Context: an optimization exercise on an open-source flow, tuned for small area. The choices shown serve that exercise and are no tape-out recipe.
Where RTL was checked, it was by simulation tests only, not by an equivalence proof against the original.
No activity file was given, so power comes from the tool's default toggle rates.

v17:
## dualcore
module dualcore(
    input clk,
    input reset,
    input  [24-1:0]  ins_code1_proc1,
    input  [24-1:0]  ins_code2_proc2,
    output [8-1:0]   pc_proc1_code1,
    output [8-1:0]   pc_proc2_code2,
    output [16-1:0] dataOut1,
    output [16-1:0] dataOut2
);
Size: about 3900 cells after synthesis, roughly 98 I/O pins.
Settings: LEC_CHECK=0, ABC_AREA=1, CAP_MARGIN=20, CORE_MARGIN=2, CORE_UTILIZATION=40, SLEW_MARGIN=20; clock period 10.0 ns.
run.sh (not shown) runs the stock make flow with config.mk's settings and CLKGATE_MAP_FILE= SYNTH_SCRIPT=/design/flow/synth_recipe.tcl, a recipe that flattens the netlist after the stock synthesis.
v17 finished every step from synthesis to the final layout, and the layout passed the timing, DRC and antenna checks.
Modified inputs, v10 compared to v17
# v17
export LEC_CHECK = 0
export ABC_AREA = 1
export CAP_MARGIN = 20
export CORE_MARGIN = 2
export CORE_UTILIZATION = 40
export SLEW_MARGIN = 20
create_clock -name core_clock -period 10.0 [get_ports {clk}]
# v10
export LEC_CHECK = 0
export ABC_AREA = 1
export CAP_MARGIN = 20
export CORE_MARGIN = 2
export CORE_UTILIZATION = 60
export CTS_BUF_LIST = sky130_fd_sc_hd__clkbuf_4
export SLEW_MARGIN = 20
create_clock -name core_clock -period 10.0 [get_ports {clk}]
==> run summary <==
- When v10 is set beside v17, its detailed-route via count turns out to be 1619 larger.
- Note that the count of clock-buffer cells in the layout recorded for v10 amounts to 2.3 times the value seen in v17.
- The slowest stage cell on the critical path comes out sky130_fd_sc_hd__nand2_1 in one run and sky130_fd_sc_hd__clkdlybuf4s50_1 in the other, namely in v10 and v17 respectively.
- Against v17, clock power in v10 came out better.
- Taking v17 as the reference, in v10 sequential share of layout area picked up an extra 1.1 points, clock latency of the later-clocked register in the worst-skew pair picked up an extra 400 ps, cell area after layout lost about 2%, worst setup slack picked up an extra 370 ps.
- Higher worst-margin pin slew was reported by v10, not v17.
- Between v17 and v10, the fraction of cell area in non-clock buffers does not differ in any meaningful way.
- On v10: leakage power summed over all cells is 0.58% higher than what v17 gave.
- The aggregate routed wire length of v10 was inferior to that of v17.
Changes in v15 relative to v10:
# v10
export LEC_CHECK = 0
export ABC_AREA = 1
export CAP_MARGIN = 20
export CORE_MARGIN = 2
export CORE_UTILIZATION = 60
export CTS_BUF_LIST = sky130_fd_sc_hd__clkbuf_4
export SLEW_MARGIN = 20
create_clock -name core_clock -period 10.0 [get_ports {clk}]
# v15
export LEC_CHECK = 0
export CAP_MARGIN = 20
export CORE_MARGIN = 2
export CORE_UTILIZATION = 40
export CTS_BUF_LIST = sky130_fd_sc_hd__clkbuf_16
export CTS_CLUSTER_DIAMETER = 60
export CTS_CLUSTER_SIZE = 25
export SLEW_MARGIN = 20
create_clock -name core_clock -period 10.0 [get_ports {clk}]
Notes after the runs:
On v15: via count of the routed design is 21% lower than what v10 gave.
On wire length per cell after detailed routing, the lower figure sits with v10, not v15.
v10 → v15: required time at the endpoint of the critical path moved down; relative slew slack moved down.
Smallest setup slack after layout was higher in v10 than in v15.
Relative to v15, the following input files were edited for v51:
# v15
export LEC_CHECK = 0
export CAP_MARGIN = 20
export CORE_MARGIN = 2
export CORE_UTILIZATION = 40
export CTS_BUF_LIST = sky130_fd_sc_hd__clkbuf_16
export CTS_CLUSTER_DIAMETER = 60
export CTS_CLUSTER_SIZE = 25
export SLEW_MARGIN = 20
create_clock -name core_clock -period 10.0 [get_ports {clk}]
# v51
export LEC_CHECK = 0
export CAP_MARGIN = 20
export CORE_MARGIN = 2
export CORE_UTILIZATION = 40
export CTS_BUF_LIST = sky130_fd_sc_hd__clkbuf_8
export CTS_CLUSTER_DIAMETER = 50
export CTS_CLUSTER_SIZE = 20
export SLEW_MARGIN = 20
create_clock -name core_clock -period 10.0 [get_ports {clk}]
[summary]
Relative to v15, the wire length per cell after detailed routing measured on v51 has decreased slightly.
Across both runs, layout-stage area growth over the synthesis result was higher for v51 than for v15.
Between v51 and v15, the difference in power per cell area is negligible.
Global-route usage ends up lower on v15.
There was hardly any difference in met1 track utilization from global routing between v51 and v15.
diff inputs: v51 => v16
# v51
export LEC_CHECK = 0
export CAP_MARGIN = 20
export CORE_MARGIN = 2
export CORE_UTILIZATION = 40
export CTS_BUF_LIST = sky130_fd_sc_hd__clkbuf_8
export CTS_CLUSTER_DIAMETER = 50
export CTS_CLUSTER_SIZE = 20
export SLEW_MARGIN = 20
create_clock -name core_clock -period 10.0 [get_ports {clk}]
# v16
export LEC_CHECK = 0
export CAP_MARGIN = 20
export CORE_MARGIN = 2
export CORE_UTILIZATION = 40
export SLEW_MARGIN = 20
create_clock -name core_clock -period 10.0 [get_ports {clk}]
Notes after the runs:
- Between v16 and v51, the difference in routed wire length is negligible.
- Diff v51 -> v16: fraction of met3 tracks used by global routing held; number of remaining DRC errors held; number of buffer and inverter stages on the critical path held.
- Between v16 and v51, the difference in met1 track utilization from global routing is negligible.
Function was not checked in any run of this note: the RTL went through the layout flow alone.


dualcore, a different RTL version from the one above (not shown whole).
For scale: ~860 flip-flops, about 98 I/O pins, ~27000 sq um of cells after synthesis.
Settings: LEC_CHECK=0, CAP_MARGIN=0, CORE_MARGIN=2, CORE_UTILIZATION=65, SLEW_MARGIN=0; clock period 10.0 ns.
standard.sh (not shown) runs the stock make flow with config.mk's settings and CLKGATE_MAP_FILE= SYNTH_SCRIPT=/design/flow/synth_recipe.tcl, a recipe that flattens the netlist after the stock synthesis.
==> flow/flow/run.sh <==
#!/bin/bash
# Own layout flow: the standard ORFS flow (standard.sh), with these
# changes:
#  - synthesis maps logic with an area-oriented ABC script (abc_area.script
#    here, which runs ABC's &deepsyn for five minutes) instead of ORFS's
#    delay-driven one; everything else in synthesis, including flip-flop
#    mapping, is the standard synthesis script (synth_recipe.tcl), which
#    synth.tcl here sources, except that adders are left to ABC instead of
#    being mapped to the platform's adder cells (ADDER_MAP_FILE empty);
#  - the input and output port buffers are the smallest buffer cell;
#  - clock tree synthesis uses clkbuf_8 sink buffers (clkbuf_16 at the root),
#    clusters of up to 18 sinks within 45 um, and no dummy loads.
# Each tool's output is in the ORFS logs under orfs/logs; make's own output
# goes to make.log in this folder.
set -euo pipefail
WORK=$(pwd)
export OWN_ABC_SCRIPT="$WORK/flow/abc_area.script"
export FLOW_SYNTH_TCL="$WORK/synth_recipe.tcl"
sed -e "s#SYNTH_SCRIPT=[^ ]*#SYNTH_SCRIPT=$WORK/flow/synth.tcl#" standard.sh > standard_own.sh
bash standard_own.sh "BUFFER_PORTS_ARGS=-buffer_cell sky130_fd_sc_hd__buf_1" \
  "ADDER_MAP_FILE=" \
  "CTS_ARGS=-sink_clustering_enable -repair_clock_nets -buf_list sky130_fd_sc_hd__clkbuf_4 -root_buf sky130_fd_sc_hd__clkbuf_16 -tree_buf sky130_fd_sc_hd__clkbuf_8 -sink_clustering_size 10 -sink_clustering_max_diameter 30 -dont_use_dummy_load" \
  finish > make.log 2>&1
==> flow/flow/abc_area.script <==
strash
ifraig
scorr
dc2
strash
&get -n
&deepsyn -T 300
&dch -f
&nf -R 1000
&put
topo
==> flow/flow/synth.tcl <==
# The standard synthesis (synth_recipe.tcl), with ABC run on our own
# script: the -script argument that ORFS passes to abc is replaced.
proc abc {args} {
  set i [lsearch -exact $args -script]
  if { $i >= 0 } {
    lset args [expr { $i + 1 }] $::env(OWN_ABC_SCRIPT)
  }
  yosys abc {*}$args
}
source $::env(FLOW_SYNTH_TCL)
Then changed:
--- a/flow/flow/run.sh
+++ b/flow/flow/run.sh
@@ -10,2 +10,3 @@
-#  - the input and output port buffers are the smallest buffer cell;
-#  - clock tree synthesis uses clkbuf_8 sink buffers (clkbuf_16 at the root),
+#  - the input and output port buffers are the smallest buffer cell, and the
+#    larger plain buffers are not used;
+#  - clock tree synthesis uses clkbuf_8 buffers throughout,
@@ -18,0 +20,5 @@
+# the platform's don't-use cells, plus the larger plain buffers, so that
+# repair_design buffers high-fanout nets with small buffers
+DONT_USE="$(awk '/^export DONT_USE_CELLS/{on=1} on{print; if ($0 !~ /\\$/) exit}' $FLOW_HOME/platforms/sky130hd/config.mk | tr -s ' \\\n' '\n' | grep '^sky130_' | tr '\n' ' ')"
+DONT_USE="$DONT_USE sky130_fd_sc_hd__buf_4 sky130_fd_sc_hd__buf_6 sky130_fd_sc_hd__buf_8 sky130_fd_sc_hd__buf_12 sky130_fd_sc_hd__buf_16 sky130_fd_sc_hd__bufbuf_8 sky130_fd_sc_hd__bufbuf_16 sky130_fd_sc_hd__clkbuf_4"
+echo "DONT_USE_CELLS=$DONT_USE" > dont_use.txt
@@ -22 +28,2 @@
-  "CTS_ARGS=-sink_clustering_enable -repair_clock_nets -buf_list sky130_fd_sc_hd__clkbuf_4 -root_buf sky130_fd_sc_hd__clkbuf_16 -tree_buf sky130_fd_sc_hd__clkbuf_8 -sink_clustering_size 10 -sink_clustering_max_diameter 30 -dont_use_dummy_load" \
+  "DONT_USE_CELLS=$DONT_USE" \
+  "CTS_ARGS=-sink_clustering_enable -repair_clock_nets -buf_list sky130_fd_sc_hd__clkbuf_8 -root_buf sky130_fd_sc_hd__clkbuf_8 -sink_clustering_size 18 -sink_clustering_max_diameter 45 -dont_use_dummy_load" \
- sequential share of layout area climbs by 0.58 points
- clock skew rose by 0.021 ns
- total power went down by about 0.5%
- routed wire length rises by about 6%
- worst setup slack improved by 0.015 ns
- via count climbs by about 0.3%
- sequential power hardly moves
Then changed:
--- a/flow/flow/run.sh
+++ b/flow/flow/run.sh
@@ -12 +12 @@
-#  - clock tree synthesis uses clkbuf_8 buffers throughout,
+#  - clock tree synthesis uses clkbuf_8 sink buffers (clkbuf_16 at the root),
@@ -29 +29 @@
-  "CTS_ARGS=-sink_clustering_enable -repair_clock_nets -buf_list sky130_fd_sc_hd__clkbuf_8 -root_buf sky130_fd_sc_hd__clkbuf_8 -sink_clustering_size 18 -sink_clustering_max_diameter 45 -dont_use_dummy_load" \
+  "CTS_ARGS=-sink_clustering_enable -repair_clock_nets -buf_list sky130_fd_sc_hd__clkbuf_8 -root_buf sky130_fd_sc_hd__clkbuf_16 -sink_clustering_size 18 -sink_clustering_max_diameter 45 -dont_use_dummy_load" \
=> Utilization went up by 0.26 points. Design area went up by 0.36%. Synthesized area stays the same. Routed wire length went up by 1.4%. Clock power went up by about 5%. Worst setup slack got worse by 0.066 ns. Synthesized cell count is unchanged.
Then changed:
--- a/flow/flow/run.sh
+++ b/flow/flow/run.sh
@@ -10,2 +10 @@
-#  - the input and output port buffers are the smallest buffer cell, and the
-#    larger plain buffers are not used;
+#  - the input and output port buffers are the smallest buffer cell;
@@ -20,5 +18,0 @@
-# the platform's don't-use cells, plus the larger plain buffers, so that
-# repair_design buffers high-fanout nets with small buffers
-DONT_USE="$(awk '/^export DONT_USE_CELLS/{on=1} on{print; if ($0 !~ /\\$/) exit}' $FLOW_HOME/platforms/sky130hd/config.mk | tr -s ' \\\n' '\n' | grep '^sky130_' | tr '\n' ' ')"
-DONT_USE="$DONT_USE sky130_fd_sc_hd__buf_4 sky130_fd_sc_hd__buf_6 sky130_fd_sc_hd__buf_8 sky130_fd_sc_hd__buf_12 sky130_fd_sc_hd__buf_16 sky130_fd_sc_hd__bufbuf_8 sky130_fd_sc_hd__bufbuf_16 sky130_fd_sc_hd__clkbuf_4"
-echo "DONT_USE_CELLS=$DONT_USE" > dont_use.txt
@@ -28 +21,0 @@
-  "DONT_USE_CELLS=$DONT_USE" \
Result: The new run completed with no timing, DRC or antenna violations; setup slack is better by 0.077 ns; cell count hardly moves; sequential cell count does not change; maximum frequency increases by about 1%; total power decreases by 0.50%; design area increases by 0.62%.
Then changed:
--- a/flow/flow/run.sh
+++ b/flow/flow/run.sh
@@ -22 +22 @@
-  "CTS_ARGS=-sink_clustering_enable -repair_clock_nets -buf_list sky130_fd_sc_hd__clkbuf_8 -root_buf sky130_fd_sc_hd__clkbuf_16 -sink_clustering_size 18 -sink_clustering_max_diameter 45 -dont_use_dummy_load" \
+  "CTS_ARGS=-sink_clustering_enable -repair_clock_nets -buf_list sky130_fd_sc_hd__clkbuf_8 -root_buf sky130_fd_sc_hd__clkbuf_16 -tree_buf sky130_fd_sc_hd__clkbuf_8 -sink_clustering_size 18 -sink_clustering_max_diameter 45 -dont_use_dummy_load" \
Sequential cell count stays the same; final cell count stays the same; fmax stays the same; setup slack is unchanged; global-route usage does not change.

static timing again, ports no longer ideal:
The results above use ideal ports. As a check the final layouts listed here were re-extracted and re-timed, cells and wires unchanged.
Step 1: set_driving_cell puts a clkbuf_16 on clk and a buf_2 on each other input, an assumption about the parent block.
Step 2 moves the port delays by t, midway between the first and last clock arrival at a register: inputs arrive t later, outputs are due t later. That takes back most of the time a late clock gives input paths.
a / b / c = ideal ports / drivers / drivers and shift; a / b = the first two.
run | t (ns) | slack for setup (ns) | worst slew at a driven data input, ns
v17 | 0.702 | 4.918 / 4.955 / 4.253 | 0.08
v10 | 1.090 | 5.285 / 5.320 / 4.231 | 0.06
v15 | 0.722 | 4.500 / 4.486 / 3.765 | 0.12
v51 | 0.788 | 4.636 / 4.622 / 3.833 | 0.12
v16 | 0.711 | 4.502 / 4.492 / 3.781 | 0.12
the first run of note 2 | 0.619 | 2.769 / 2.800 / 2.181 | 0.08
the second run of note 2 | 0.695 | 2.783 / 2.783 / 2.389 | 0.07
the third run of note 2 | 0.615 | 2.717 / 2.717 / 2.427 | 0.07
the fourth run of note 2 | 0.612 | 2.794 / 2.828 / 2.216 | 0.08
the fifth run of note 2 | 0.612 | 2.794 / 2.828 / 2.216 | 0.08
After both steps setup and hold are still met in every run listed. The setup slack of v10, which loses most, moves by +0.035 ns with the drivers and by -1.054 ns with both steps.
